Background: an optimization exercise with open tools, aiming at small area and a short achievable clock period. Do not read the settings as production practice.
RTL that was checked went through simulation tests only; none was proved equivalent to the original.
Function not checked in runs 5 to 7: the RTL went through the layout flow alone.
Power figures rest on the tool's default switching activity, not on a simulated workload.

<file path="flow/design.v">
module fp_add (
  input  logic        clk,
  input  logic        rst,
  input  logic        in_vld,
  input  logic [31:0] a,
  input  logic [31:0] b,
  output logic        sum_vld,
  output logic [31:0] sum
);
  localparam bit CUT1 = 1;   
  localparam bit CUT2 = 1;   
  localparam bit CUT3 = 1;   
  localparam bit CUT4 = 1;   
  localparam bit CUT5 = 1;   
  function automatic logic lt32(input logic [31:0] xa, input logic [31:0] ya);
    logic [31:0] g, e;
    integer w, i;
    g = ~xa & ya;
    e = ~(xa ^ ya);
    for (w = 1; w < 32; w = w * 2)
      for (i = 0; i + w < 32; i = i + 2 * w) begin
        g[i] = g[i + w] | (e[i + w] & g[i]);
        e[i] = e[i + w] & e[i];
      end
    lt32 = g[0];
  endfunction
  function automatic logic [7:0] sub8(input logic [7:0] xa, input logic [7:0] ya);
    logic [8:0] g, p;
    logic [7:0] h;
    integer w, i;
    h = xa ^ ~ya;
    g = {xa & ~ya, 1'b1};
    p = {h, 1'b0};
    for (w = 1; w < 9; w = w * 2)
      for (i = 8; i >= 0; i--)
        if ((i / w) % 2 == 1) begin
          g[i] = g[i] | (p[i] & g[(i / w) * w - 1]);
          p[i] = p[i] & p[(i / w) * w - 1];
        end
    sub8 = h ^ g[7:0];
  endfunction
  function automatic logic [24:0] psum25(input logic [24:0] gi, input logic [24:0] pi,
                                         input logic ci);
    logic [25:0] g, p;
    integer w, i;
    g = {gi, ci};
    p = {pi, 1'b0};
    for (w = 1; w < 26; w = w * 2)
      for (i = 25; i >= 0; i--)
        if ((i / w) % 2 == 1) begin
          g[i] = g[i] | (p[i] & g[(i / w) * w - 1]);
          p[i] = p[i] & p[(i / w) * w - 1];
        end
    psum25 = pi ^ g[24:0];
  endfunction
  logic        swap, sub, ls;
  logic [31:0] x, y;
  logic [8:0]  dab, dba;
  logic [7:0]  dd;
  assign dab  = {1'b0, a[30:23]} - {1'b0, b[30:23]};
  assign dba  = {1'b0, b[30:23]} - {1'b0, a[30:23]};
  assign swap = lt32({24'd0, a[30:23]}, {24'd0, b[30:23]});
  assign x    = swap ? b : a;
  assign y    = swap ? a : b;
  assign dd   = dab[8] ? dba[7:0] : dab[7:0];
  assign sub  = a[31] ^ b[31];
  assign ls   = sub & (a[30:23] == b[30:23]) & lt32({9'd0, a[22:0]}, {9'd0, b[22:0]});
  logic        v1, s1, sub1, ls1, far1;
  logic [7:0]  e1;
  logic [22:0] mx1, my1;
  logic [4:0]  d1;
  if (CUT1) begin : g_cut1
    always_ff @(posedge clk) begin
      if (rst) v1 <= 1'b0;
      else     v1 <= in_vld;
      s1   <= ls ? b[31] : x[31];
      e1   <= x[30:23];
      mx1  <= x[22:0];
      my1  <= y[22:0];
      d1   <= dd[4:0];
      far1 <= dd[7:5] != 3'd0;
      sub1 <= sub;
      ls1  <= ls;
    end
  end else begin : g_nocut1
    assign v1   = in_vld;
    assign s1   = ls ? b[31] : x[31];
    assign e1   = x[30:23];
    assign mx1  = x[22:0];
    assign my1  = y[22:0];
    assign d1   = dd[4:0];
    assign far1 = dd[7:5] != 3'd0;
    assign sub1 = sub;
    assign ls1  = ls;
  end
  logic [23:0] ys;
  logic [24:0] xo, yo, gg, pp;
  assign ys = far1 ? 24'd0 : ({1'b1, my1} >> d1);
  assign xo = {2'b01, mx1} ^ {25{ls1}};
  assign yo = {1'b0, ys} ^ {25{sub1 & ~ls1}};
  assign gg = xo & yo;
  assign pp = xo ^ yo;
  logic        v2, s2, c2;
  logic [7:0]  e2;
  logic [24:0] g2, p2;
  if (CUT2) begin : g_cut2
    always_ff @(posedge clk) begin
      if (rst) v2 <= 1'b0;
      else     v2 <= v1;
      s2 <= s1;
      e2 <= e1;
      g2 <= gg;
      p2 <= pp;
      c2 <= sub1;
    end
  end else begin : g_nocut2
    assign v2 = v1;
    assign s2 = s1;
    assign e2 = e1;
    assign g2 = gg;
    assign p2 = pp;
    assign c2 = sub1;
  end
  logic [24:0] u;
  assign u = psum25(g2, p2, c2);
  logic        v3, s3;
  logic [7:0]  e3;
  logic [24:0] u3;
  if (CUT3) begin : g_cut3
    always_ff @(posedge clk) begin
      if (rst) v3 <= 1'b0;
      else     v3 <= v2;
      s3 <= s2;
      e3 <= e2;
      u3 <= u;
    end
  end else begin : g_nocut3
    assign v3 = v2;
    assign s3 = s2;
    assign e3 = e2;
    assign u3 = u;
  end
  logic [24:0] n1, n2, n3;
  logic [2:0]  lzh;
  logic [3:0] z4;
  assign lzh[2] = u3[24:9] == 16'd0;
  assign lzh[1] = lzh[2] ? u3[8:1] == 8'd0 : u3[24:17] == 8'd0;
  assign z4     = {u3[24:21] == 4'd0, u3[16:13] == 4'd0, u3[8:5] == 4'd0, !u3[0]};
  assign lzh[0] = z4[~lzh[2:1]];
  assign n1     = lzh[2] ? {u3[8:0], 16'd0} : u3;
  assign n2     = lzh[1] ? {n1[16:0], 8'd0} : n1;
  assign n3     = lzh[0] ? {n2[20:0], 4'd0} : n2;
  logic        v4, s4;
  logic [7:0]  e4;
  logic [2:0]  lzh4;
  logic [24:0] n34;
  if (CUT4) begin : g_cut4
    always_ff @(posedge clk) begin
      if (rst) v4 <= 1'b0;
      else     v4 <= v3;
      s4  <= s3;
      e4   <= e3 + 8'd1;
      lzh4 <= lzh;
      n34  <= n3;
    end
  end else begin : g_nocut4
    assign v4  = v3;
    assign s4  = s3;
    assign e4   = e3 + 8'd1;
    assign lzh4 = lzh;
    assign n34  = n3;
  end
  logic [24:0] n4, n5;
  logic [1:0]  lzl;
  assign lzl[1] = n34[24:23] == 2'd0;
  assign n4     = lzl[1] ? {n34[22:0], 2'd0} : n34;
  assign lzl[0] = !n4[24];
  assign n5     = lzl[0] ? {n4[23:0], 1'b0} : n4;
  logic        nz;
  logic [31:0] res;
  assign nz  = n5[24];
  assign res = {s4 & nz, sub8(e4, {3'd0, lzh4, lzl}) & {8{nz}}, n5[23:1]};
  if (CUT5) begin : g_cut5
    always_ff @(posedge clk) begin
      if (rst) sum_vld <= 1'b0;
      else     sum_vld <= v4;
      sum <= res;
    end
  end else begin : g_nocut5
    assign sum_vld = v4;
    assign sum     = res;
  end
endmodule
</file>
<file path="flow/flow/run.sh">
#!/bin/bash
# The standard layout, with the ports buffered by the smallest plain buffer
# (buf_1) instead of the delay buffer ORFS picks by default.
set -euo pipefail
bash standard.sh BUFFER_PORTS_ARGS="-buffer_cell sky130_fd_sc_hd__buf_1" finish > standard.log 2>&1
</file>
<file path="flow/standard.sh">
#!/bin/bash
# synth_recipe.tcl (not shown) runs the flow's synth.tcl, then flattens the netlist and writes it again
# the make line also repeats each setting of config.mk as NAME=value (left out here)
make -C /OpenROAD-flow-scripts/flow DESIGN_CONFIG=/design/flow/config.mk WORK_HOME=/design/flow/orfs CLKGATE_MAP_FILE= SYNTH_SCRIPT=/design/flow/synth_recipe.tcl "${@:-finish}"
</file>
<file path="flow/config.mk">
export PLATFORM = sky130hd
export DESIGN_NAME = fp_add
export DESIGN_NICKNAME = fp_add
export VERILOG_FILES = /design/flow/design.v
export SDC_FILE = /design/flow/constraint.sdc
export NUM_CORES = 4
export LEC_CHECK = 0
export ABC_AREA = 1
export CAP_MARGIN = 20
export CORE_MARGIN = 2
export CORE_UTILIZATION = 40
export CTS_BUF_LIST = sky130_fd_sc_hd__clkbuf_4 sky130_fd_sc_hd__clkbuf_8
export CTS_CLUSTER_DIAMETER = 50
export CTS_CLUSTER_SIZE = 16
export PLACE_DENSITY = 0.6
export SETUP_SLACK_MARGIN = 1.4
export SLEW_MARGIN = 20
</file>
<file path="flow/constraint.sdc">
create_clock -name core_clock -period 3.5 [get_ports {clk}]
set_input_delay 0.7000 -clock core_clock [delete_from_list [all_inputs] [get_ports {clk}]]
set_output_delay 0.7000 -clock core_clock [all_outputs]
set_load 0.01 [all_outputs]
</file>
==> flow_summary.json, run 1 <==
{
  "rr_endpoint": "p2[3]$_DFF_P_",
  "first_pass_iters": 5,
  "cts_tree": "yes",
  "worstSetupStartpointType": "input port",
  "arrival_ns": 2.48,
  "p_total_mw": 8.69,
  "grt_usage": 0.159,
  "skew_ns": 0.0328,
  "path_clk_slew_ns": 0.09,
  "final_cell_mix": "nand2_1, dfxtp_1, inv_1",
  "cp.required_ns": 3.99,
  "relSlewSlack": 0.618,
  "synth-seq-cells": 230,
  "nFillCells": 2736,
  "syn_nets": 1567,
  "vias": 8820,
  "drtIter0Drc": 434,
  "crit_fanout": 47,
  "powerDensity_nw_per_um2": 707,
  "maxSlewViolCount": 0,
  "fin_setup_tns_ns": 0,
  "nets": 1662,
  "fin_crit_ns": 1.99,
  "r2r_start": "d1[0]$_DFF_P_",
  "avgSynthCellArea_um2": 7.74,
  "rsz0062_at_grt": "true",
  "layout.cells.most_common": "nand2_1",
  "ios": 100,
  "critical_path_class": "input port to flip-flop",
  "hold_start": "e2[7]$_DFF_P_",
  "synth.area.mux_share": 0.0182,
  "die_area_um2": 28900,
  "fp.dieW_um": 170,
  "start_util": 0.408,
  "synth_warnings": 1,
  "hpwl_mm": 17.9,
  "ir_drop_mv": 0.245,
  "finalHoldViolCount": 0,
  "num_rows": 60,
  "synthAdderAreaFrac": 0.0902,
  "leakage_nw": 5.88,
  "max_freq_mhz": 502,
  "wirelength_mm": 23.3,
  "period_share": 0.569,
  "tightest_slew_ns": 0.573,
  "cts_hold_buffers": 0,
  "synthesis.area_um2": 11000,
  "post_synth_xor_area_fraction": 0.0509,
  "coreArea_um2": 27000,
  "grt_overflow_total": 0,
  "hold_ws_ns": 0.318,
  "area_growth_pct": 11.7,
  "drcViolationCount": 0,
  "fp.dieH_um": 170,
  "grt_max_degree": 95,
  "synth-compound-area-share": 0.109,
  "cts.root.buffer_cell": "clkbuf_8",
  "htreeDepth": 1,
  "rrSetupSlack_ns": 1.55,
  "grt_first_pass_wirelength_mm": 37.9,
  "setup_viol_count_final": 0,
  "end_kind": "flip-flop",
  "holdPathStages": 0,
  "holdPathEnd": "e3[7]$_DFF_P_",
  "r2r_cells": 11,
  "synth-simple-area-share": 0.231,
  "ys_types": 46,
  "numCtsBuffers": 23,
  "drtAntennaViolNets": 0,
  "place_ws_ns": 0.832,
  "setup_ws_ns": 1.51,
  "grt_pass1_vias": 8137,
  "layout-drive-gt1-share": 0.0789,
  "routedWlPerCell_um": 12.4,
  "via_per_inst": 4.71,
  "cts_sinks": 230,
  "grt_antenna_before_repair": 0,
  "synth_top_family_by_area": "simple AND/OR/NAND/NOR gates",
  "gp_congestion": 0.894,
  "ys_seq_area_frac": 0.418,
  "clk_latency_ns": 0.55,
  "clockBufferDepth": 3,
  "max_cap_viol_count": 0,
  "n_antenna_cell": 0,
  "status": "no timing/DRC/antenna violations",
  "syn_inst": 1423,
  "hold_path_class": "flip-flop to flip-flop",
  "port_buffers": 99
}
==> registers in the layout, indices dropped and copies added, names as in the netlist, 23 cells and up <==
name and count:
g2 24, mx1 23, my1 23, n34 25, p2 25, sum 32, u3 25
==> repair_timing <==
| action | in CTS | in global routing |
|---|---|---|
| setup endpoints to repair | 62 | 95 |
| setup buffers | 0 | 11 |
| resized for setup | 7 | 14 |
| gates cloned | 3 | 2 |
| pin swaps | 1 | 0 |
==> kinds of logic after synthesis <==
group	count (synthesis)
compound gates	215
buf+inv	207
mux	20
simple gates	610
fa+ha+maj	77
xor+xnor	64
flops	230
==> worst max-delay path, cell delays in order <==
cell and delay (ns):
buf_1 0.11, inv_1 0.06, ha_1 0.40, nand2_1 0.19, nor2_4 0.17, o21ai_1 0.13, o211ai_4 0.20, buf_12 0.26
nand2_1 0.07, o21ai_1 0.07, nand2_1 0.06, nand2_1 0.05
==> Yosys cell counts, drive strengths merged <==
cell type	n	share of area
clkbuf	8	0.0027
and2	6	0.0034
o211ai	14	0.010
nand4	6	0.0040
nand3	94	0.043
a21boi	1	0.00068
buf	45	0.027
or2	15	0.0085
and3	2	0.0011
a21oi	84	0.040
a31oi	1	0.00057
o21ai	104	0.050
a21o	2	0.0014
xor2	53	0.042
a211oi	2	0.0014
nor3	6	0.0027
o21a	2	0.0014
ha	73	0.083
inv	154	0.053
nand3b	1	0.00068
a31o	1	0.00080
nor4	1	0.00057
nor2	95	0.035
dfxtp	230	0.42
o21bai	4	0.0027
nor3b	1	0.00068
fa	4	0.0073
mux2i	20	0.018
xnor2	11	0.0088
nand2	383	0.13
==> worst max-delay path by stage <==
stage	start	to	slack, ns	depth (start not counted)
global route	a[26]	s1$_DFF_P_	1.37	12
finish	a[28]	s1$_DFF_P_	1.51	12
global placement	a[28]	s1$_DFF_P_	0.86	12
detailed placement	a[28]	s1$_DFF_P_	0.83	12
CTS	a[28]	s1$_DFF_P_	1.40	12
floorplan	a[23]	s1$_DFF_P_	1.37	13
==> layout make-up <==
class	count	area [um2]	share of cell area
Multi-Input combinational cell	987	5550	0.451
Clock inverter	15	181	0.0148
Tap cell	341	427	0.0347
Inverter	154	593	0.0482
Sequential cell	230	4610	0.375
Timing Repair inverter	2	15.0	0.00122
Clock buffer	25	338	0.0275
Timing Repair Buffer	120	577	0.0469
==> where the power goes <==
part	internal (mW)	leakage [nW]	switching [mW]
sequential	3.44	1.93	0.488
clock	0.839	0.243	0.956
combinational	1.13	3.70	1.85
total	5.40	5.88	3.29
==> through the flow <==
step                      instance area, um2  std cells  utilization
final                                  12300       1874        0.456
after floorplan                        11000       1423            -
after CTS                              12100       1861        0.450
after global routing                   12300       1874        0.456
after detailed placement               11600       1818        0.430
after global placement                 11600       1818        0.430
==> per-layer routing <==
| metal | GRT usage | vias up | share of wire |
|---|---|---|---|
| met5 | 0 | - | 0 |
| met4 | 0.0479 | 0 | 0.025 |
| met3 | 0.0247 | 49 | 0.046 |
| met2 | 0.277 | 198 | 0.46 |
| met1 | 0.202 | 3842 | 0.47 |
| li1 | - | 4731 | - |
==> inputs of run 2 (changes only) <==
--- a/flow/config.mk
+++ b/flow/config.mk
@@ -14,4 +14,4 @@
 export CTS_CLUSTER_SIZE = 16
 export PLACE_DENSITY = 0.6
-export SETUP_SLACK_MARGIN = 1.4
+export SETUP_SLACK_MARGIN = 1.6
 export SLEW_MARGIN = 20
==> flow_summary.json, run 2 <==
{
  "fp.dieW_um": 170,
  "maxUsedRoutingLayer": "met4",
  "synth_top_family_by_area": "simple AND/OR/NAND/NOR gates",
  "drcViolationCount": 0,
  "hold_path_class": "input port to flip-flop",
  "seq_power_share": 0.424,
  "leakage_nw": 6.16,
  "skew_ns": 0.0153,
  "swShare": 0.383,
  "gp_congestion": 0.891,
  "hpwl_mm": 18.1,
  "top_register": "sum",
  "routedWlPerCell_um": 13.3,
  "syn_nets": 1567,
  "met2_length_mm": 11.9,
  "grt_antenna_before_repair": 0,
  "grt_usage": 0.167,
  "max_cap_viol_count": 0,
  "relSlewSlack": 0.600,
  "finalHoldViolCount": 0,
  "coreArea_um2": 27000,
  "nets": 1682,
  "status": "no timing/DRC/antenna violations",
  "intPower_mw": 5.76,
  "grt_max_degree": 50,
  "synthAdderAreaFrac": 0.0902,
  "syn_inst": 1423,
  "crit_fanout": 22,
  "design_area_um2": 13100,
  "fin_setup_tns_ns": 0,
  "cts_sinks": 230,
  "cp.required_ns": 3.96,
  "ys_types": 46,
  "cts_hold_buffers": 0,
  "placed_area_um2": 11600,
  "rsz0062_at_grt": "true",
  "clockBufferDepth": 3,
  "drtAntennaViolNets": 0,
  "grt_overflow_total": 0,
  "ys_top_cells_by_area": "dfxtp_1, nand2_1, ha_1",
  "max_freq_mhz": 514,
  "path_clk_slew_ns": 0.09,
  "numCtsBuffers": 26,
  "synth-compound-area-share": 0.109,
  "synth.area.mux_share": 0.0182,
  "async_reset_ff_frac": 0,
  "switchingPower_mw": 3.57,
  "cts_tree": "yes",
  "layout.cells.most_common": "nand2_1",
  "grt_pass1_vias": 8269,
  "period_share": 0.556,
  "fin_crit_ns": 1.95,
  "tightest_slew_ns": 0.600,
  "synthesis.area_um2": 11000,
  "worstSetupStartpointType": "flip-flop",
  "end_kind": "flip-flop",
  "start_util": 0.408,
  "port_buffers": 99,
  "htreeDepth": 1,
  "synth_top_area_frac": 0.418,
  "critical_path_class": "flip-flop to flip-flop",
  "layout-drive-gt1-share": 0.156,
  "drtIter0Drc": 442,
  "maxSlewViolCount": 0,
  "synth_warnings": 1,
  "synth-seq-cells": 230,
  "num_rows": 60,
  "arrival_ns": 2.41,
  "setup_viol_count_final": 0,
  "ys.flop_type": "dfxtp_1",
  "via_per_inst": 4.75,
  "powerDensity_nw_per_um2": 710,
  "ir_drop_mv": 0.284,
  "fin_util": 0.487,
  "vias": 9018,
  "p_total_mw": 9.32,
  "ios": 100,
  "yosysMostFrequentCell": "nand2_1",
  "grt_first_pass_wirelength_mm": 39.7,
  "p_clk_frac": 0.222,
  "synth-simple-area-share": 0.231,
  "final_cell_mix": "nand2_1, dfxtp_1, inv_1",
  "clk_latency_ns": 0.57,
  "dr_wl_met3_mm": 1.00,
  "synth-edff-count": 0,
  "post_synth_xor_area_fraction": 0.0509,
  "cts.root.buffer_cell": "clkbuf_8",
  "netlist_top_cells_count": "nand2_1, dfxtp_1, inv_1",
  "wirelength_mm": 25.2,
  "largest_register_ffs": 32,
  "avgSynthCellArea_um2": 7.74,
  "fp.dieH_um": 170,
  "n_antenna_cell": 0,
  "p_comb_frac": 0.353,
  "die_area_um2": 28900,
  "first_pass_iters": 4,
  "ys_seq_area_frac": 0.418,
  "area_growth_pct": 19.2,
  "wl_met1_mm": 11.6,
  "yosysTopAreaCell": "dfxtp_1"
}
[run 2: logic make-up (layout without fill, tap and decap cells)]
| kind of cell | after synthesis | count (layout) |
|---|---|---|
| AOI/OAI and AO/OA | 215 | 216 |
| xor gates and xnor gates | 64 | 64 |
| adders and majority gates | 77 | 77 |
| buffers and inverters | 207 | 340 |
| DFF | 230 | 230 |
| muxes | 20 | 20 |
| and+or+nand+nor | 610 | 610 |
[run 2: final timing paths]
path / slack, ns / cells after the start / end / from
worst max-delay path: 1.55 / 11 / p2[2]$_DFF_P_ / d1[0]$_DFF_P_
worst min register to register: 0.32 / 0 / e3[4]$_DFF_P_ / e2[4]$_DFF_P_
worst min-delay path: 0.31 / 3 / v1$_SDFF_PP0_ / in_vld
worst max register to register: 1.55 / 11 / p2[2]$_DFF_P_ / d1[0]$_DFF_P_
[run 2: routing by layer]
layer / up-vias / track usage
li1: 4790 / -
met1: 3956 / 0.219
met2: 209 / 0.282
met3: 63 / 0.0228
met4: 0 / 0.0583
met5: - / 0
[run 2: timing repair]
item / in CTS / in global routing
setup endpoints to repair: 130 / 110
resized for setup: 46 / 96
pin swaps: 14 / 31
buffers inserted: 11 / 9
gates cloned: 7 / 7
[run 2: critical path, cell delays in order (launching register included)]
cell and delay [ns]:
dfxtp_4 0.47, clkinv_8 0.15, o21ai_0 0.32, nand2_1 0.12
nand3_1 0.10, nand3_1 0.06, nand2_1 0.09, nand2_1 0.08
nand2_1 0.07, nand2_1 0.04, nand2_1 0.07, ha_2 0.26
[run 2: metrics by stage]
stage / hold slack, ns / std cells / setup WS [ns]
global route: 0.275 / 1898 / 1.47
global placement: 0.312 / 1817 / 0.761
CTS: 0.273 / 1882 / 1.57
floorplan: 0.310 / 1423 / 1.39
detailed placement: 0.312 / 1817 / 0.737
finish: 0.310 / 1898 / 1.55
[run 2: power by group through the flow]
stage	sequential, mW	combinational (mW)	clock, mW
after floorplan	3.89	2.20	0
after global placement	4.00	2.84	0
after detailed placement	4.01	2.87	0
after CTS	3.96	3.05	2.14
after global routing	4.04	3.78	2.23
final	3.96	3.29	2.07
[run 2: final cells by class]
cell class / instances / area (um2)
clock inverter: 19 / 248
timing repair inverter: 3 / 22.5
multi-input combinational: 987 / 5970
tap: 341 / 427
fill: 2687 / 13800
timing repair buffer: 136 / 835
sequential: 230 / 4620
inverter: 154 / 616
clock buffer: 28 / 385
==> inputs of run 3 (changes only) <==
--- a/flow/config.mk
+++ b/flow/config.mk
@@ -14,4 +14,4 @@
 export CTS_CLUSTER_SIZE = 16
 export PLACE_DENSITY = 0.6
-export SETUP_SLACK_MARGIN = 1.6
+export SETUP_SLACK_MARGIN = 1.7
 export SLEW_MARGIN = 20
==> flow_summary.json, run 3 <==
{
  "status": "no timing/DRC/antenna violations",
  "syn_inst": 1423,
  "ys.flop_type": "dfxtp_1",
  "drtIter0Drc": 578,
  "clk_latency_ns": 0.56,
  "maxSlewViolCount": 0,
  "cts.root.buffer_cell": "clkbuf_8",
  "htreeDepth": 1,
  "nets": 1736,
  "hpwl_mm": 18.0,
  "synth_top_area_frac": 0.418,
  "grt_usage": 0.173,
  "skew_ns": 0.0261,
  "area_growth_pct": 31.4,
  "syn_nets": 1567,
  "hold_ws_ns": 0.329,
  "yosysMostFrequentCell": "nand2_1",
  "port_buffers": 99,
  "tightest_slew_ns": 0.425,
  "holdPathStages": 0,
  "cts_sinks": 230,
  "ir_drop_mv": 0.297,
  "cts_tree": "yes",
  "path_clk_slew_ns": 0.09,
  "rsz0062_at_grt": "true",
  "leakage_nw": 6.63,
  "ios": 100,
  "avgSynthCellArea_um2": 7.74,
  "via_per_inst": 4.89,
  "numCtsBuffers": 25,
  "crit_fanout": 22,
  "powerDensity_nw_per_um2": 688,
  "relSlewSlack": 0.717,
  "period_share": 0.558,
  "p_total_mw": 9.95,
  "die_area_um2": 28900,
  "r2r_cells": 10,
  "finalHoldViolCount": 0,
  "nFillCells": 2498,
  "fin_setup_tns_ns": 0,
  "grt_first_pass_wirelength_mm": 41.0,
  "grt_overflow_total": 0,
  "fin_crit_ns": 1.95,
  "grt_max_degree": 50,
  "synth_warnings": 1,
  "hold_path_class": "flip-flop to flip-flop",
  "netlist_top_cells_count": "nand2_1, dfxtp_1, inv_1",
  "cp.required_ns": 3.94,
  "synth-edff-count": 0,
  "end_kind": "flip-flop",
  "top_register": "sum",
  "coreArea_um2": 27000,
  "yosysTopAreaCell": "dfxtp_1",
  "seqCellArea_um2": 4630,
  "ys_top_cells_by_area": "dfxtp_1, nand2_1, ha_1",
  "largest_register_ffs": 32,
  "drcViolationCount": 0,
  "setup_viol_count_final": 0,
  "layout-drive-gt1-share": 0.267,
  "routedWlPerCell_um": 14.6,
  "fp.dieW_um": 170,
  "start_util": 0.408,
  "synthesis.area_um2": 11000,
  "fp.dieH_um": 170,
  "wirelength_mm": 28.4,
  "grt_pass1_vias": 8495,
  "arrival_ns": 2.40,
  "max_cap_viol_count": 0,
  "n_antenna_cell": 0,
  "final_cell_mix": "nand2_1, dfxtp_1, inv_1",
  "worstSetupStartpointType": "flip-flop",
  "layout.cells.most_common": "nand2_1",
  "first_pass_iters": 5,
  "cts_hold_buffers": 0,
  "grt_antenna_before_repair": 0,
  "multi_input_area_um2": 6730,
  "synth-seq-cells": 230,
  "num_rows": 60,
  "vias": 9532,
  "critical_path_class": "flip-flop to flip-flop",
  "async_reset_ff_frac": 0,
  "drtAntennaViolNets": 0,
  "gp_congestion": 0.900,
  "ys_types": 46,
  "max_freq_mhz": 512,
  "ys_seq_area_frac": 0.418,
  "clockBufferDepth": 3
}
[run 3: worst max-delay path, stage by stage (launching register included)]
cell and delay [ns]:
dfxtp_4 0.41, inv_8 0.17, nand2_1 0.09, nand2_1 0.08, nand2_1 0.07, o21ai_1 0.13, nand2_1 0.08, a21oi_1 0.23
o21ai_2 0.10, xor2_1 0.17, ha_1 0.31
[run 3: layout make-up]
type,instances,area share
clock buffer,30,0.0272
multi-input combinational,987,0.465
tap,341,0.0295
sequential,230,0.320
timing repair buffer,188,0.0972
clock inverter,14,0.0150
inverter,154,0.0438
timing repair inverter,6,0.00259
[run 3: logic make-up (layout without fill, tap and decap cells)]
| group | Yosys count | after routing | synth area share |
|---|---|---|---|
| AOI/OAI and AO/OA | 215 | 216 | 0.109 |
| xor gates and xnor gates | 64 | 64 | 0.0509 |
| adders and majority gates | 77 | 77 | 0.0902 |
| buffers and inverters | 207 | 392 | 0.0827 |
| DFF | 230 | 230 | 0.418 |
| muxes | 20 | 20 | 0.0182 |
| and+or+nand+nor | 610 | 610 | 0.231 |
[run 3: per-stage QoR]
stage / setup slack (ns) / utilization / instance area, um2 / std cells
3_3_place_gp: 0.784 / 0.432 / 11600 / 1816
6_report: 1.55 / 0.537 / 14500 / 1950
3_5_place_dp: 0.733 / 0.432 / 11600 / 1816
2_1_floorplan: 1.39 / - / 11100 / 1423
5_1_grt: 1.46 / 0.537 / 14500 / 1950
4_1_cts: 1.61 / 0.481 / 12900 / 1896
[run 3: path summary, 6_finish.rpt]
check	from	end	slack [ns]
worst max-delay path	d1[0]$_DFF_P_	p2[12]$_DFF_P_	1.55
worst min-delay path	e2[7]$_DFF_P_	e3[7]$_DFF_P_	0.33
worst max register to register	d1[0]$_DFF_P_	p2[12]$_DFF_P_	1.55
worst min register to register	e2[7]$_DFF_P_	e3[7]$_DFF_P_	0.33
[run 3: per-layer routing]
layer / GRT usage / wire length (um) / vias to the layer above
met5: 0 / 0 / -
met4: 0.0613 / 1160 / 0
met3: 0.0249 / 1080 / 69
met2: 0.296 / 13900 / 246
met1: 0.223 / 12200 / 4336
li1: - / - / 4881
[run 3: where the power goes]
group          switching, mW  internal [mW]  total [mW]
registers              0.539           3.45        3.98
clock network          0.994           1.09        2.08
logic                   2.29           1.60        3.89
total                   3.82           6.13        9.95
[run 3: timing repair]
item | in CTS | in global routing
setup buffers | 29 | 37
gates resized for setup | 112 | 290
pin swaps | 50 | 75
hold endpoints to repair | 0 | 0
endpoints found under the setup margin | 142 | 144
cloned | 7 | 17
==> inputs of run 4 (changes only) <==
--- a/flow/config.mk
+++ b/flow/config.mk
@@ -14,4 +14,4 @@
 export CTS_CLUSTER_SIZE = 16
 export PLACE_DENSITY = 0.6
-export SETUP_SLACK_MARGIN = 1.7
+export SETUP_SLACK_MARGIN = 1.3
 export SLEW_MARGIN = 20
==> flow_summary.json, run 4 <==
{
  "met2_usage": 0.285,
  "stdcell_count": 1866,
  "cts.root.buffer_cell": "clkbuf_8",
  "tightest_slew_ns": 0.555,
  "setup_viol_count_final": 0,
  "coreArea_um2": 27000,
  "seqCellArea_um2": 4610,
  "clockBufferDepth": 3,
  "htreeDepth": 1,
  "synth-seq-cells": 230,
  "maxSlewViolCount": 0,
  "grt_overflow_total": 0,
  "hold_path_class": "flip-flop to flip-flop",
  "grt_antenna_before_repair": 0,
  "n_antenna_cell": 0,
  "area_growth_pct": 11.0,
  "synth_top_area_frac": 0.418,
  "yosysMostFrequentCell": "nand2_1",
  "drcViolationCount": 0,
  "fin_util": 0.453,
  "ir_drop_mv": 0.215,
  "ys_top_cells_by_area": "dfxtp_1, nand2_1, ha_1",
  "drtAntennaViolNets": 0,
  "arrival_ns": 2.46,
  "status": "no timing/DRC/antenna violations",
  "cp.required_ns": 3.93,
  "busiest_layer": "met2",
  "cts_hold_buffers": 0,
  "clk_latency_ns": 0.55,
  "ys.flop_type": "dfxtp_1",
  "synth_warnings": 1,
  "max_cap_viol_count": 0,
  "final_cell_mix": "nand2_1, dfxtp_1, inv_1",
  "yosysTopAreaCell": "dfxtp_1",
  "fin_crit_ns": 2.04,
  "num_rows": 60,
  "synthesis.area_um2": 11000,
  "relSlewSlack": 0.630,
  "max_freq_mhz": 491,
  "drtIter0Drc": 439,
  "hpwl_mm": 18.2,
  "start_util": 0.408,
  "port_buffers": 99,
  "die_area_um2": 28900,
  "fin_setup_tns_ns": 0,
  "vias": 8817,
  "multi_input_area_um2": 5540,
  "routedWlPerCell_um": 12.8,
  "first_pass_iters": 5,
  "synth-edff-count": 0,
  "avgSynthCellArea_um2": 7.74,
  "grt_use_met1": 0.217,
  "numCtsBuffers": 23,
  "nets": 1653,
  "crit_fanout": 6,
  "cts_sinks": 230,
  "netlist_top_cells_count": "nand2_1, dfxtp_1, inv_1",
  "syn_inst": 1423,
  "layout-drive-gt1-share": 0.0708,
  "grt_usage": 0.165,
  "leakage_nw": 5.87,
  "wirelength_mm": 23.8,
  "largest_register_ffs": 32,
  "place_inst": 1817,
  "rsz0062_at_grt": "false",
  "path_clk_slew_ns": 0.09,
  "layout.cells.most_common": "nand2_1",
  "ys_types": 46,
  "grtUsageMet3": 0.0221,
  "cts_tree": "yes",
  "finalHoldViolCount": 0,
  "ys_seq_area_frac": 0.418,
  "grt_max_degree": 93,
  "period_share": 0.582,
  "p_total_mw": 8.71,
  "async_reset_ff_frac": 0,
  "via_per_inst": 4.73,
  "fp.dieH_um": 170,
  "ios": 100,
  "syn_nets": 1567,
  "powerDensity_nw_per_um2": 713,
  "gp_congestion": 0.882,
  "fp.dieW_um": 170,
  "end_kind": "flip-flop",
  "top_register": "sum",
  "worstSetupStartpointType": "input port",
  "skew_ns": 0.0225,
  "grt_first_pass_wirelength_mm": 39.6,
  "grt_pass1_vias": 8252,
  "critical_path_class": "input port to flip-flop",
  "nFillCells": 2730
}
run 4: final cells by class:
| class | instances | area share |
|---|---|---|
| tap | 341 | 0.0349 |
| inverter | 154 | 0.0488 |
| sequential | 230 | 0.378 |
| timing repair inverter | 2 | 0.00102 |
| multi-input combinational | 988 | 0.454 |
| timing repair buffer | 110 | 0.0397 |
| clock buffer | 25 | 0.0277 |
| clock inverter | 16 | 0.0164 |
run 4: cells by family after synthesis:
kind of cell             Yosys count  share of synthesized area
AO/OA/AOI/OAI                    215                      0.109
flip-flops                       230                      0.418
AND/OR/NAND/NOR                  610                      0.231
adder cells (fa/ha/maj)           77                     0.0902
XOR/XNOR                          64                     0.0509
multiplexers                      20                     0.0182
buffers and inverters            207                     0.0827
run 4: layer usage:
metal  vias up  wire length, um
li1       4723                -
met1      3865            11300
met2       192            11000
met3        37             1060
met4         0              448
met5         -                0
run 4: timing repair:
item | CTS | global route
gates resized for setup | 5 | 12
pin swaps | 1 | 0
buffers inserted | 0 | 2
endpoints found under the setup margin | 53 | 99
gates cloned | 3 | 3
run 4: per-stage QoR:
stage	hold WS (ns)	area, um2	setup slack, ns
final	0.320	12200	1.46
after global routing	0.311	12200	1.30
after CTS	0.297	12100	1.31
after detailed placement	0.312	11600	0.813
after global placement	0.313	11600	0.884
after floorplan	0.310	11000	1.30
run 4: where the power goes:
group | internal (mW) | leakage [nW] | switching, mW
combinational | 1.08 | 3.65 | 1.83
sequential | 3.44 | 1.93 | 0.499
clock | 0.917 | 0.278 | 0.948
run 4: path summary, 6_finish.rpt:
kind                                      end           from  cells after the start  slack (ns)
worst max-delay path            e1[7]$_DFF_P_          a[23]                     10        1.46
worst min-delay path            e2[5]$_DFF_P_  e1[5]$_DFF_P_                      0        0.32
worst max register to register  p2[6]$_DFF_P_  d1[2]$_DFF_P_                      9        1.47
worst min register to register  e2[5]$_DFF_P_  e1[5]$_DFF_P_                      0        0.32
run 4: critical path, stage by stage:
cell and delay [ns]:
buf_1 0.11, inv_1 0.06, ha_1 0.24, fa_2 0.37, inv_1 0.08, nor2_1 0.05
o21ai_2 0.21, o211ai_4 0.18, buf_4 0.21, o21ai_0 0.24
==> inputs of run 5 (changes only) <==
--- a/flow/design.v
+++ b/flow/design.v
@@ -68,5 +68,5 @@
   logic        v1, s1, sub1, ls1, far1;
   logic [7:0]  e1;
-  logic [22:0] mx1, my1;
+  logic [22:0] mq1, my1;   
   logic [4:0]  d1;
   if (CUT1) begin : g_cut1
@@ -76,5 +76,5 @@
       s1   <= ls ? b[31] : x[31];
       e1   <= x[30:23];
-      mx1  <= x[22:0];
+      mq1  <= a[22:0] ^ b[22:0];
       my1  <= y[22:0];
       d1   <= dd[4:0];
@@ -87,5 +87,5 @@
     assign s1   = ls ? b[31] : x[31];
     assign e1   = x[30:23];
-    assign mx1  = x[22:0];
+    assign mq1  = a[22:0] ^ b[22:0];
     assign my1  = y[22:0];
     assign d1   = dd[4:0];
@@ -96,4 +96,6 @@
   logic [23:0] ys;
   logic [24:0] xo, yo, gg, pp;
+  logic [22:0] mx1;
+  assign mx1 = mq1 ^ my1;   
   assign ys = far1 ? 24'd0 : ({1'b1, my1} >> d1);
   assign xo = {2'b01, mx1} ^ {25{ls1}};
==> flow_summary.json, run 5 <==
{
  "status": "no timing/DRC/antenna violations",
  "yosysTopAreaCell": "dfxtp_1",
  "syn_inst": 1479,
  "nFillCells": 2772,
  "ios": 100,
  "hpwl_mm": 17.7,
  "tightest_slew_ns": 0.544,
  "skew_ns": 0.0255,
  "max_freq_mhz": 479,
  "fp.dieW_um": 171,
  "setup_viol_count_final": 0,
  "die_area_um2": 29100,
  "nets": 1725,
  "area_growth_pct": 13.6,
  "intPower_mw": 5.72,
  "start_util": 0.410,
  "synth-seq-cells": 230,
  "stdcell_count": 1970,
  "port_buffers": 99,
  "rsz0062_at_grt": "true",
  "finalHoldViolCount": 0,
  "powerDensity_nw_per_um2": 735,
  "relSlewSlack": 0.637,
  "ys.flop_type": "dfxtp_1",
  "top_register": "sum",
  "syn_nets": 1624,
  "ys_seq_area_frac": 0.415,
  "p_clk_frac": 0.214,
  "place_inst": 1917,
  "grt_first_pass_wirelength_mm": 37.4,
  "first_pass_iters": 6,
  "ys_types": 36,
  "yosysMostFrequentCell": "nand2_1",
  "synth_warnings": 1,
  "gp_congestion": 0.915,
  "drtIter0Drc": 522,
  "ir_drop_mv": 0.278,
  "rrSetupSlack_ns": 1.41,
  "wirelength_mm": 23.1,
  "async_reset_ff_frac": 0,
  "numCtsBuffers": 25,
  "critical_path_class": "flip-flop to flip-flop",
  "cts_sinks": 230,
  "multi_input_area_um2": 5510,
  "netlist_top_cells_count": "nand2_1, dfxtp_1, inv_1",
  "swShare": 0.382,
  "fin_setup_tns_ns": 0,
  "cts_hold_buffers": 0,
  "grt_max_degree": 49,
  "synth-edff-count": 0,
  "synth_top_area_frac": 0.415,
  "end_kind": "flip-flop",
  "fin_crit_ns": 2.09,
  "crit_fanout": 12,
  "clk_latency_ns": 0.57,
  "grt_pass1_vias": 8053,
  "n_antenna_cell": 0,
  "leakage_nw": 6.30,
  "seqCellArea_um2": 4610,
  "max_cap_viol_count": 0,
  "grt_usage": 0.155,
  "final_cell_mix": "nand2_1, dfxtp_1, inv_1",
  "seq_power_share": 0.428,
  "worstSetupStartpointType": "flip-flop",
  "fp.dieH_um": 171,
  "layout-drive-gt1-share": 0.0582,
  "synthesis.area_um2": 11100,
  "routedWlPerCell_um": 11.7,
  "grt_antenna_before_repair": 0,
  "p_comb_frac": 0.358,
  "path_clk_slew_ns": 0.09,
  "switchingPower_mw": 3.54,
  "cts_tree": "yes",
  "drtAntennaViolNets": 0,
  "clockBufferDepth": 3,
  "drcViolationCount": 0,
  "vias": 8967,
  "layout.cells.most_common": "nand2_1",
  "maxSlewViolCount": 0,
  "cts.root.buffer_cell": "clkbuf_8",
  "period_share": 0.597,
  "ys_top_cells_by_area": "dfxtp_1, nand2_1, ha_1",
  "avgSynthCellArea_um2": 7.51,
  "via_per_inst": 4.55,
  "coreArea_um2": 27100,
  "num_rows": 60,
  "arrival_ns": 2.60,
  "cp.required_ns": 4.01,
  "largest_register_ffs": 32,
  "hold_path_class": "flip-flop to flip-flop",
  "grt_overflow_total": 0,
  "htreeDepth": 1
}
-- run 5: changes by cell type after synthesis, moves of 8 or more --
cell	before	now
inv_1	145	211
clkbuf_1	8	18
nand2_1	378	364
buf_4	8	0
nand3_1	94	145
nor2_1	89	101
xnor2_1	11	31
buf_6	9	0
o21ai_0	79	63
o21ai_1	18	4
-- run 5: worst paths after layout --
check                   from         endpoint  cells past startpoint
min reg2reg    e2[4]$_DFF_P_    e3[4]$_DFF_P_                      0
max          n34[23]$_DFF_P_  sum[26]$_DFF_P_                     10
max reg2reg  n34[23]$_DFF_P_  sum[26]$_DFF_P_                     10
min            e2[4]$_DFF_P_    e3[4]$_DFF_P_                      0
-- run 5: cell families after synthesis --
group	synth area share
multiplexers	0.0180
buffers and inverters	0.0910
XOR/XNOR	0.0631
adder cells (fa/ha/maj)	0.0906
flip-flops	0.415
AO/OA/AOI/OAI	0.0798
AND/OR/NAND/NOR	0.243
-- run 5: metal layers --
metal  wire (um)  global-route usage  vias to the layer above
li1            -                   -                     4859
met3         790              0.0215                       51
met4         774              0.0572                        0
met2       10500               0.256                      177
met5           0                   0                        -
met1       11000               0.205                     3880
-- run 5: what timing repair did --
item / CTS / global route
resized for setup: 4 / 21
setup buffers: 1 / 1
setup endpoints to repair: 15 / 80
pin swaps: 0 / 1
cloned: 2 / 4
-- run 5: cell type report --
type | instances | area share
tap | 372 | 0.0369
clock inverter | 16 | 0.0161
clock buffer | 29 | 0.0312
inverter | 215 | 0.0655
multi-input combinational | 989 | 0.437
timing repair buffer | 116 | 0.0458
timing repair inverter | 3 | 0.00179
sequential | 230 | 0.365
-- run 5: power groups by stage --
| stage | clock network (mW) | registers, mW | logic, mW |
|---|---|---|---|
| floorplan | 0 | 3.97 | 2.37 |
| CTS | 2.05 | 3.96 | 3.23 |
| global route | 2.15 | 4.07 | 3.84 |
| detailed placement | 0 | 4.03 | 3.19 |
| finish | 1.98 | 3.96 | 3.32 |
| global placement | 0 | 4.01 | 3.18 |
-- run 5: critical path, cell delays in order, from the launching register on --
cell and delay [ns]:
dfxtp_2 0.35, nor2_4 0.18, buf_12 0.17, inv_1 0.07
ha_1 0.27, nand3_1 0.07, nand2_1 0.09, inv_1 0.05
fa_1 0.43, or2_2 0.30, inv_1 0.05
-- run 5: through the flow --
step / setup slack [ns] / cell area [um2] / hold WS, ns / utilization / power (mW)
detailed placement: 0.864 / 11900 / 0.312 / 0.437 / 7.22
finish: 1.41 / 12600 / 0.328 / 0.465 / 9.26
floorplan: 1.32 / 11100 / 0.310 / - / 6.33
CTS: 1.32 / 12500 / 0.304 / 0.461 / 9.25
global route: 1.25 / 12600 / 0.308 / 0.465 / 10.1
global placement: 0.822 / 11900 / 0.312 / 0.437 / 7.20
==> inputs of run 6 (changes only) <==
--- a/flow/design.v
+++ b/flow/design.v
@@ -66,7 +66,7 @@
   assign sub  = a[31] ^ b[31];
   assign ls   = sub & (a[30:23] == b[30:23]) & lt32({9'd0, a[22:0]}, {9'd0, b[22:0]});
-  logic        v1, s1, sub1, ls1, far1;
+  logic        v1, s1, sub1, ls1;
   logic [7:0]  e1;
-  logic [22:0] mq1, my1;   
+  logic [22:0] mx1, my1;
   logic [4:0]  d1;
   if (CUT1) begin : g_cut1
@@ -76,8 +76,7 @@
       s1   <= ls ? b[31] : x[31];
       e1   <= x[30:23];
-      mq1  <= a[22:0] ^ b[22:0];
+      mx1  <= x[22:0];
       my1  <= y[22:0];
-      d1   <= dd[4:0];
-      far1 <= dd[7:5] != 3'd0;
+      d1   <= (dd[7:5] != 3'd0) ? 5'd31 : dd[4:0];   
       sub1 <= sub;
       ls1  <= ls;
@@ -87,8 +86,7 @@
     assign s1   = ls ? b[31] : x[31];
     assign e1   = x[30:23];
-    assign mq1  = a[22:0] ^ b[22:0];
+    assign mx1  = x[22:0];
     assign my1  = y[22:0];
-    assign d1   = dd[4:0];
-    assign far1 = dd[7:5] != 3'd0;
+    assign d1   = (dd[7:5] != 3'd0) ? 5'd31 : dd[4:0];
     assign sub1 = sub;
     assign ls1  = ls;
@@ -96,7 +94,5 @@
   logic [23:0] ys;
   logic [24:0] xo, yo, gg, pp;
-  logic [22:0] mx1;
-  assign mx1 = mq1 ^ my1;   
-  assign ys = far1 ? 24'd0 : ({1'b1, my1} >> d1);
+  assign ys = {1'b1, my1} >> d1;
   assign xo = {2'b01, mx1} ^ {25{ls1}};
   assign yo = {1'b0, ys} ^ {25{sub1 & ~ls1}};
==> flow_summary.json, run 6 <==
{
  "layout.cells.most_common": "nand2_1",
  "hold_start": "s3$_DFF_P_",
  "end_kind": "flip-flop",
  "numCtsBuffers": 23,
  "ys_top_cells_by_area": "dfxtp_1, nand2_1, ha_1",
  "fin_crit_ns": 2.04,
  "cts_hold_buffers": 0,
  "grt_max_degree": 81,
  "synthesis.area_um2": 11000,
  "clk_latency_ns": 0.54,
  "wirelength_mm": 23.3,
  "fin_setup_tns_ns": 0,
  "n_antenna_cell": 0,
  "hpwl_mm": 18.1,
  "finalHoldViolCount": 0,
  "port_buffers": 99,
  "die_area_um2": 28900,
  "p_total_mw": 8.14,
  "setup_ws_ns": 1.46,
  "leakage_nw": 5.87,
  "nFillCells": 2743,
  "routedWlPerCell_um": 12.4,
  "layout-drive-gt1-share": 0.0675,
  "multi_input_area_um2": 5590,
  "design_area_um2": 12200,
  "relSlewSlack": 0.563,
  "worstSetupStartpointType": "flip-flop",
  "skew_ns": 0.0164,
  "placed_area_um2": 11600,
  "coreArea_um2": 27000,
  "grt_first_pass_wirelength_mm": 38.5,
  "ios": 100,
  "htreeDepth": 1,
  "vias": 8766,
  "critical_path_class": "flip-flop to flip-flop",
  "crit_top_cell": "o21ai_1",
  "num_rows": 60,
  "fp.dieH_um": 170,
  "largest_register_ffs": 32,
  "top_register": "sum",
  "ys.flop_type": "dfxtp_1",
  "holdPathEnd": "s4$_DFF_P_",
  "cp.required_ns": 3.92,
  "path_cells": "buf_6 > clkinvlp_4 > o21ai_1 > nand2_1 > a21oi_1 > o21ai_1 > xor2_1 > ha_1",
  "synth-edff-count": 0,
  "stdcell_count": 1882,
  "gp_congestion": 0.928,
  "path_clk_slew_ns": 0.09,
  "crit_fanout": 26,
  "path_buf_inv": 2,
  "ys_types": 47,
  "via_per_inst": 4.66,
  "syn_nets": 1579,
  "fp.dieW_um": 170,
  "yosysMostFrequentCell": "nand2_1",
  "r2r_start": "d1[1]$_SDFF_PP1_",
  "crit_slowest_cell": "dfxtp_1",
  "setup_viol_count_final": 0,
  "grt_overflow_total": 0,
  "cts_sinks": 229,
  "netlist_top_cells_count": "nand2_1, dfxtp_1, inv_1",
  "final_cell_mix": "nand2_1, dfxtp_1, inv_1",
  "holdPathStages": 0,
  "drtAntennaViolNets": 0,
  "powerDensity_nw_per_um2": 665,
  "async_reset_ff_frac": 0,
  "grt_usage": 0.160,
  "seqCellArea_um2": 4590,
  "clockBufferDepth": 3,
  "synth_warnings": 1,
  "rsz0062_at_grt": "false",
  "drtIter0Drc": 598,
  "grt_pass1_vias": 8097,
  "area_growth_pct": 11.0,
  "yosysTopAreaCell": "dfxtp_1",
  "tightest_slew_ns": 0.654,
  "path_delay_family": "compound AO/OA/AOI/OAI gates",
  "avgSynthCellArea_um2": 7.69,
  "r2r_cells": 8,
  "hold_path_class": "flip-flop to flip-flop",
  "maxSlewViolCount": 0,
  "place_inst": 1830,
  "synth_top_area_frac": 0.415,
  "ir_drop_mv": 0.254,
  "synth-seq-cells": 229,
  "grt_antenna_before_repair": 0,
  "max_cap_viol_count": 0,
  "syn_inst": 1435,
  "startpoint": "d1[1]$_SDFF_PP1_",
  "first_pass_iters": 5,
  "rr_endpoint": "p2[12]$_DFF_P_",
  "status": "no timing/DRC/antenna violations",
  "period_share": 0.583,
  "rrSetupSlack_ns": 1.46,
  "ys_seq_area_frac": 0.415,
  "cts.root.buffer_cell": "clkbuf_8",
  "max_freq_mhz": 490,
  "place_ws_ns": 0.762,
  "drcViolationCount": 0,
  "nets": 1672,
  "arrival_ns": 2.46,
  "start_util": 0.408,
  "cts_tree": "yes",
  "cpPeakStageDelay_ns": 0.33
}
[run 6: cell count changes in the layout (fill, tap and decap cells not counted), sizes merged, moves of 7 or more]
cell	before	now
inv	216	155
and2	1	12
nor2	105	91
xnor2	31	11
nand2	365	400
o21ai	67	100
a21oi	80	73
nand3	145	110
[run 6: logic make-up (layout without fill, tap and decap cells)]
| family | count (synthesis) | after routing | synth area share |
|---|---|---|---|
| and+or+nand+nor | 647 | 648 | 0.249 |
| DFF | 229 | 229 | 0.415 |
| buffers and inverters | 206 | 309 | 0.0816 |
| AOI/OAI and AO/OA | 191 | 193 | 0.0937 |
| adders and majority gates | 77 | 77 | 0.0900 |
| xor gates and xnor gates | 65 | 65 | 0.0516 |
| muxes | 20 | 20 | 0.0181 |
[run 6: through the flow]
step | util | hold WS (ns)
6_report | 0.453 | 0.326
5_1_grt | 0.453 | 0.314
4_1_cts | 0.448 | 0.296
3_5_place_dp | 0.429 | 0.312
3_3_place_gp | 0.429 | 0.310
2_1_floorplan | - | 0.310
[run 6: worst max-delay path by stage]
stage	cells past startpoint	endpoint
3_3_place_gp	10	my1[10]$_DFF_P_
6_report	8	p2[12]$_DFF_P_
4_1_cts	14	p2[3]$_DFF_P_
5_1_grt	8	p2[3]$_DFF_P_
2_1_floorplan	13	s1$_DFF_P_
3_5_place_dp	8	my1[11]$_DFF_P_
[run 6: power by group]
group / internal, mW / total (mW) / switching [mW]
clock: 0.780 / 1.72 / 0.941
sequential: 3.38 / 3.80 / 0.419
combinational: 0.985 / 2.63 / 1.64
total: 5.14 / 8.14 / 3.00
[run 6: timing repair]
item                                    CTS  global route
gates resized for setup                   9            13
cloned                                    2             6
endpoints found under the setup margin   34            99
pin swaps                                 0             3
setup buffers                             0             6
[run 6: worst reg2reg max path, stage by stage (launching register included)]
cell and delay [ns]:
dfxtp_1 0.33, buf_6 0.24, clkinvlp_4 0.23, o21ai_1 0.22, nand2_1 0.15, a21oi_1 0.15
o21ai_1 0.12, xor2_1 0.17, ha_1 0.30
[run 6: area by class of cell]
type | count | area share
clock buffers | 25 | 0.0281
clock inverters | 13 | 0.0117
inverters | 154 | 0.0488
multi-input cells | 1003 | 0.456
flip-flops and latches | 229 | 0.375
well taps | 341 | 0.0348
repair buffers | 113 | 0.0430
repair inverters | 4 | 0.00225
[run 6: routing by layer]
layer | up-vias | track usage | part of all wire
li1 | 4764 | - | -
met1 | 3794 | 0.214 | 0.48
met2 | 168 | 0.273 | 0.46
met3 | 40 | 0.0186 | 0.034
met4 | 0 | 0.0457 | 0.024
met5 | - | 0 | 0
==> inputs of run 7 (changes only) <==
--- a/flow/config.mk
+++ b/flow/config.mk
@@ -14,4 +14,4 @@
 export CTS_CLUSTER_SIZE = 16
 export PLACE_DENSITY = 0.6
-export SETUP_SLACK_MARGIN = 1.3
+export SETUP_SLACK_MARGIN = 1.5
 export SLEW_MARGIN = 20
==> flow_summary.json, run 7 <==
{
  "status": "no timing/DRC/antenna violations",
  "layout.cells.most_common": "nand2_1",
  "arrival_ns": 2.48,
  "ys.flop_type": "dfxtp_1",
  "start_util": 0.408,
  "drcViolationCount": 0,
  "ios": 100,
  "path_delay_family": "buffers and inverters",
  "path_clk_slew_ns": 0.09,
  "finalHoldViolCount": 0,
  "n_antenna_cell": 0,
  "hold_ws_ns": 0.320,
  "worstSetupStartpointType": "flip-flop",
  "tightest_slew_ns": 0.572,
  "nFillCells": 2726,
  "yosysTopAreaCell": "dfxtp_1",
  "end_kind": "flip-flop",
  "synth_warnings": 1,
  "leakage_nw": 6.11,
  "wirelength_mm": 24.7,
  "critical_path_class": "flip-flop to flip-flop",
  "synth-seq-cells": 229,
  "htreeDepth": 1,
  "max_freq_mhz": 496,
  "syn_nets": 1579,
  "p_clk_frac": 0.221,
  "max_cap_viol_count": 0,
  "powerDensity_nw_per_um2": 665,
  "netlist_top_cells_count": "nand2_1, dfxtp_1, inv_1",
  "port_buffers": 99,
  "numCtsBuffers": 24,
  "setup_viol_count_final": 0,
  "fp.dieH_um": 170,
  "synthesis.area_um2": 11000,
  "syn_inst": 1435,
  "layout-drive-gt1-share": 0.124,
  "grt_antenna_before_repair": 0,
  "top_register": "sum",
  "place_ws_ns": 0.821,
  "coreArea_um2": 27000,
  "path_cells": "buf_12 > clkinvlp_4 > buf_6 > clkbuf_16 > nand3_1 > nand3_1 > nand3_1 > nand3_1 > nand3_1 > nand2_1 > ha_1",
  "async_reset_ff_frac": 0,
  "synth_top_area_frac": 0.415,
  "via_per_inst": 4.77,
  "swShare": 0.371,
  "grt_usage": 0.162,
  "drtAntennaViolNets": 0,
  "avgSynthCellArea_um2": 7.69,
  "period_share": 0.576,
  "relSlewSlack": 0.618,
  "drtIter0Drc": 538,
  "crit_top_cell": "nand3_1",
  "routedWlPerCell_um": 13.0,
  "ys_types": 47,
  "maxSlewViolCount": 0,
  "final_cell_mix": "nand2_1, dfxtp_1, inv_1",
  "ys_seq_area_frac": 0.415,
  "gp_congestion": 0.927,
  "ys_top_cells_by_area": "dfxtp_1, nand2_1, ha_1",
  "ir_drop_mv": 0.225,
  "path_buf_inv": 4,
  "cts.root.buffer_cell": "clkbuf_8",
  "synth-edff-count": 0,
  "switchingPower_mw": 3.18,
  "cts_tree": "yes",
  "crit_slowest_cell": "dfxtp_4",
  "skew_ns": 0.0194,
  "area_growth_pct": 16.8,
  "seq_power_share": 0.444,
  "rsz0062_at_grt": "true",
  "first_pass_iters": 5,
  "clk_latency_ns": 0.56,
  "nets": 1691,
  "grt_first_pass_wirelength_mm": 38.9,
  "intPower_mw": 5.39,
  "grt_max_degree": 99,
  "grt_overflow_total": 0,
  "setup_ws_ns": 1.48,
  "num_rows": 60,
  "crit_fanout": 8,
  "vias": 9081,
  "cpPeakStageDelay_ns": 0.37,
  "fin_crit_ns": 2.02,
  "fin_setup_tns_ns": 0,
  "clockBufferDepth": 3,
  "cts_sinks": 229,
  "die_area_um2": 28900,
  "yosysMostFrequentCell": "nand2_1",
  "fp.dieW_um": 170,
  "hold_path_class": "flip-flop to flip-flop",
  "hpwl_mm": 18.2,
  "cts_hold_buffers": 0,
  "largest_register_ffs": 32,
  "grt_pass1_vias": 8269,
  "cp.required_ns": 3.96,
  "p_comb_frac": 0.335,
  "p_total_mw": 8.58
}
## run 7: cell counts after synthesis
No cell type changed its count.
## run 7: per-stage QoR
stage	instance area, um2	instances	utilization
after floorplan	11200	1435	-
after detailed placement	11700	1832	0.433
after global routing	12900	1905	0.477
after global placement	11700	1832	0.433
final	12900	1905	0.477
after CTS	12400	1885	0.458
## run 7: area by class of cell
type | instances | area, um2 | share of cell area
Inverter | 154 | 632 | 0.0490
Clock buffer | 27 | 359 | 0.0279
Sequential cell | 229 | 4600 | 0.357
Tap cell | 341 | 427 | 0.0331
Timing Repair Buffer | 134 | 778 | 0.0604
Timing Repair inverter | 2 | 15.0 | 0.00116
Clock inverter | 16 | 203 | 0.0157
Multi-Input combinational cell | 1002 | 5880 | 0.456
## run 7: logic make-up after synthesis
| kind of cell | after synthesis | synth area share |
|---|---|---|
| and+or+nand+nor | 647 | 0.249 |
| DFF | 229 | 0.415 |
| AOI/OAI and AO/OA | 191 | 0.0937 |
| muxes | 20 | 0.0181 |
| xor gates and xnor gates | 65 | 0.0516 |
| buffers and inverters | 206 | 0.0816 |
| adders and majority gates | 77 | 0.0900 |
## run 7: power by group through the flow
| stage | Clock, mW | Combinational (mW) | Sequential [mW] |
|---|---|---|---|
| after floorplan | 0 | 1.94 | 3.81 |
| after global routing | 2.07 | 3.29 | 3.89 |
| final | 1.89 | 2.88 | 3.81 |
| after CTS | 1.97 | 2.68 | 3.82 |
| after detailed placement | 0 | 2.62 | 3.87 |
| after global placement | 0 | 2.58 | 3.87 |
## run 7: final timing paths
path	endpoint	from	slack [ns]	cells past startpoint
worst max-delay path	p2[0]$_DFF_P_	d1[1]$_SDFF_PP1_	1.48	11
worst max register to register	p2[0]$_DFF_P_	d1[1]$_SDFF_PP1_	1.48	11
worst min-delay path	e2[2]$_DFF_P_	e1[2]$_DFF_P_	0.32	0
worst min register to register	e2[2]$_DFF_P_	e1[2]$_DFF_P_	0.32	0
## run 7: metal layers
layer  up-vias  GRT usage  routed length, um
met1      4008      0.213              11400
met4         0     0.0424                429
met2       226      0.280              11700
met5         -          0                  0
li1       4813          -                  -
met3        34     0.0214               1160
## run 7: repair_timing
item	CTS	global route
setup endpoints to repair	97	115
cloned	3	7
pin swaps	2	22
setup buffers	7	13
gates resized for setup	20	77
## run 7: worst reg2reg max path, stage by stage, from the launching register on
cell,delay (ns)
dfxtp_4,0.37
buf_12,0.11
clkinvlp_4,0.20
buf_6,0.19
clkbuf_16,0.15
nand3_1,0.08
nand3_1,0.10
nand3_1,0.12
nand3_1,0.14
nand3_1,0.12
nand2_1,0.06
ha_1,0.28
==> inputs of run 8 (changes only) <==
--- a/flow/design.v
+++ b/flow/design.v
@@ -66,5 +66,5 @@
   assign sub  = a[31] ^ b[31];
   assign ls   = sub & (a[30:23] == b[30:23]) & lt32({9'd0, a[22:0]}, {9'd0, b[22:0]});
-  logic        v1, s1, sub1, ls1;
+  logic        v1, s1, sub1, ls1, far1;
   logic [7:0]  e1;
   logic [22:0] mx1, my1;
@@ -78,5 +78,6 @@
       mx1  <= x[22:0];
       my1  <= y[22:0];
-      d1   <= (dd[7:5] != 3'd0) ? 5'd31 : dd[4:0];   
+      d1   <= dd[4:0];
+      far1 <= dd[7:5] != 3'd0;
       sub1 <= sub;
       ls1  <= ls;
@@ -88,5 +89,6 @@
     assign mx1  = x[22:0];
     assign my1  = y[22:0];
-    assign d1   = (dd[7:5] != 3'd0) ? 5'd31 : dd[4:0];
+    assign d1   = dd[4:0];
+    assign far1 = dd[7:5] != 3'd0;
     assign sub1 = sub;
     assign ls1  = ls;
@@ -94,5 +96,5 @@
   logic [23:0] ys;
   logic [24:0] xo, yo, gg, pp;
-  assign ys = {1'b1, my1} >> d1;
+  assign ys = far1 ? 24'd0 : ({1'b1, my1} >> d1);
   assign xo = {2'b01, mx1} ^ {25{ls1}};
   assign yo = {1'b0, ys} ^ {25{sub1 & ~ls1}};
--- a/flow/config.mk
+++ b/flow/config.mk
@@ -9,9 +9,9 @@
 export CAP_MARGIN = 20
 export CORE_MARGIN = 2
-export CORE_UTILIZATION = 40
+export CORE_UTILIZATION = 50
 export CTS_BUF_LIST = sky130_fd_sc_hd__clkbuf_4 sky130_fd_sc_hd__clkbuf_8
 export CTS_CLUSTER_DIAMETER = 50
 export CTS_CLUSTER_SIZE = 16
-export PLACE_DENSITY = 0.6
+export PLACE_DENSITY = 0.7
 export SETUP_SLACK_MARGIN = 1.5
 export SLEW_MARGIN = 20
==> flow_summary.json, run 8 <==
{
  "drtAntennaViolNets": 0,
  "hold_path_class": "flip-flop to flip-flop",
  "status": "no timing/DRC/antenna violations",
  "hold_start": "s3$_DFF_P_",
  "p_total_mw": 9.13,
  "cts.root.buffer_cell": "clkbuf_8",
  "nets": 1685,
  "stdcell_count": 1836,
  "setup_viol_count_final": 0,
  "start_util": 0.508,
  "cts_hold_buffers": 0,
  "ys_types": 46,
  "synth-edff-count": 0,
  "fin_crit_ns": 1.98,
  "ir_drop_mv": 0.361,
  "layout-drive-gt1-share": 0.124,
  "crit_fanout": 19,
  "area_growth_pct": 15.5,
  "critical_path_class": "flip-flop to flip-flop",
  "maxSlewViolCount": 0,
  "synth_warnings": 1,
  "synthesis.area_um2": 11000,
  "period_share": 0.566,
  "coreArea_um2": 21700,
  "layout.cells.most_common": "nand2_1",
  "path_clk_slew_ns": 0.09,
  "ys.flop_type": "dfxtp_1",
  "vias": 9103,
  "grt_usage": 0.197,
  "port_buffers": 99,
  "relSlewSlack": 0.578,
  "cts_sinks": 230,
  "place_ws_ns": 0.699,
  "ys_top_cells_by_area": "dfxtp_1, nand2_1, ha_1",
  "routedWlPerCell_um": 12.9,
  "drtIter0Drc": 413,
  "end_kind": "flip-flop",
  "syn_nets": 1567,
  "die_area_um2": 23200,
  "grt_overflow_total": 0,
  "grt_first_pass_wirelength_mm": 39.0,
  "grt_antenna_before_repair": 0,
  "ys_seq_area_frac": 0.418,
  "syn_inst": 1423,
  "startpoint": "d1[0]$_DFF_P_",
  "worstSetupStartpointType": "flip-flop",
  "r2r_start": "d1[0]$_DFF_P_",
  "top_register": "sum",
  "num_rows": 54,
  "leakage_nw": 6.09,
  "avgSynthCellArea_um2": 7.74,
  "tightest_slew_ns": 0.631,
  "hpwl_mm": 17.4,
  "clk_latency_ns": 0.56,
  "fin_setup_tns_ns": 0,
  "setup_ws_ns": 1.52,
  "synth-seq-cells": 230,
  "fp.dieW_um": 152,
  "final_cell_mix": "nand2_1, dfxtp_1, inv_1",
  "yosysMostFrequentCell": "nand2_1",
  "n_antenna_cell": 0,
  "rsz0062_at_grt": "true",
  "grt_pass1_vias": 8546,
  "cp.required_ns": 3.93,
  "first_pass_iters": 5,
  "powerDensity_nw_per_um2": 718,
  "largest_register_ffs": 32,
  "yosysTopAreaCell": "dfxtp_1",
  "arrival_ns": 2.41,
  "htreeDepth": 1,
  "cts_tree": "yes",
  "async_reset_ff_frac": 0,
  "ios": 100,
  "numCtsBuffers": 24,
  "drcViolationCount": 0,
  "gp_congestion": 0.925,
  "skew_ns": 0.0294,
  "clockBufferDepth": 3,
  "max_cap_viol_count": 0,
  "wirelength_mm": 23.6,
  "max_freq_mhz": 505,
  "finalHoldViolCount": 0,
  "netlist_top_cells_count": "nand2_1, dfxtp_1, inv_1",
  "grt_max_degree": 44,
  "synth_top_area_frac": 0.418,
  "via_per_inst": 4.96,
  "fp.dieH_um": 152,
  "place_inst": 1757
}
[run 8: cell types whose count changed after synthesis, sizes merged, moves of 6 or more]
cell / change
nand2: -17
buf: +6
o211ai: +7
a21oi: +11
nand3: -16
and2: -6
[run 8: kinds of logic (layout without fill, tap and decap cells)]
family                   count (synthesis)  after routing  synth area share
AND/OR/NAND/NOR                        610            610             0.231
multiplexers                            20             20            0.0182
adder cells (fa/ha/maj)                 77             77            0.0902
flip-flops                             230            230             0.418
XOR/XNOR                                64             64            0.0509
AO/OA/AOI/OAI                          215            218             0.109
buffers and inverters                  207            337            0.0827
[run 8: worst max-delay path, cell delays in order (launching register included)]
cell	delay, ns
dfxtp_4	0.39
buf_12	0.15
or2_2	0.30
o21ai_2	0.08
nand2_1	0.08
nand2_2	0.10
nand2_2	0.07
nand3_2	0.10
a21oi_1	0.10
nand3_1	0.12
nand2_1	0.07
ha_1	0.29
[run 8: repair_timing]
| action | CTS | global route |
|---|---|---|
| setup endpoints to repair | 111 | 93 |
| resized for setup | 19 | 61 |
| setup buffers | 9 | 21 |
| hold endpoints to repair | 0 | 0 |
| pin swaps | 3 | 13 |
| gates cloned | 5 | 3 |
[run 8: final cells by class]
class | instances | area [um2]
clock buffers | 28 | 385
fillers | 2024 | 8970
clock inverters | 13 | 200
inverters | 154 | 613
repair inverters | 2 | 15.0
multi-input cells | 989 | 5780
repair buffers | 140 | 756
well taps | 280 | 350
flip-flops and latches | 230 | 4620
[run 8: routing by layer]
| metal | GRT usage | routed length [um] | share of wire | up-vias |
|---|---|---|---|---|
| met3 | 0.0287 | 1050 | 0.044 | 60 |
| met4 | 0.0761 | 859 | 0.036 | 0 |
| met5 | 0 | 0 | 0 | - |
| met1 | 0.243 | 10300 | 0.44 | 4021 |
| li1 | - | - | - | 4796 |
| met2 | 0.349 | 11400 | 0.48 | 226 |
[run 8: report_power, final]
group	total (mW)	leakage (nW)	internal [mW]	switching, mW
clock	2.00	0.295	1.01	0.987
combinational	3.19	3.86	1.24	1.96
sequential	3.94	1.93	3.44	0.495
[run 8: path summary, 6_finish.rpt]
kind | endpoint | depth (start not counted) | slack, ns
setup / recovery | p2[2]$_DFF_P_ | 11 | 1.52
hold / removal | s4$_DFF_P_ | 0 | 0.32
setup reg to reg | p2[2]$_DFF_P_ | 11 | 1.52
hold reg to reg | s4$_DFF_P_ | 0 | 0.32
[run 8: stage by stage]
step	instance area [um2]	hold slack, ns	util
2_1_floorplan	11100	0.310	-
3_3_place_gp	11500	0.313	0.532
3_5_place_dp	11500	0.312	0.532
4_1_cts	12300	0.303	0.568
5_1_grt	12700	0.330	0.586
6_report	12700	0.324	0.586

-- re-timing with driven ports --
In the flow no input, the clock included, has a driving cell. The finished layouts below were timed again as built, in two steps. Step 1 sets driving cells, clkbuf_16 on the clock port and buf_2 on the other inputs (assumed; they add their load-dependent delay and slew). Step 2 adds t to the input delays and takes it off the output delays; t is the mean of the earliest and latest rising clock arrival at the registers after step 1. Input paths then give back, and output paths get back, about the clock's delay inside the block. Three values: ideal, step 1, step 2; two values: the first two.
run	t (ns)	slack for setup (ns)	latest minus earliest clock arrival (ns)	worst data-port slew with drivers (ns)	pins driven straight from the clock port
run 1	0.585	1.509 / 1.532 / 0.946	0.033 / 0.033	0.04	1
run 2	0.603	1.554 / 1.554 / 1.051	0.017 / 0.017	0.04	1
run 3	0.589	1.548 / 1.548 / 0.961	0.026 / 0.026	0.06	1
run 4	0.583	1.464 / 1.468 / 0.899	0.024 / 0.023	0.03	1
run 5	0.599	1.411 / 1.411 / 0.941	0.025 / 0.025	0.04	1
run 6	0.579	1.458 / 1.458 / 0.939	0.018 / 0.017	0.04	1
run 7	0.599	1.482 / 1.482 / 1.051	0.019 / 0.019	0.04	1
run 8	0.585	1.521 / 1.521 / 1.003	0.031 / 0.031	0.04	1
After both steps setup and hold are still met in every run listed. The setup slack of run 3, which loses most, moves by 0.000 ns with the drivers and by -0.587 ns with both steps.
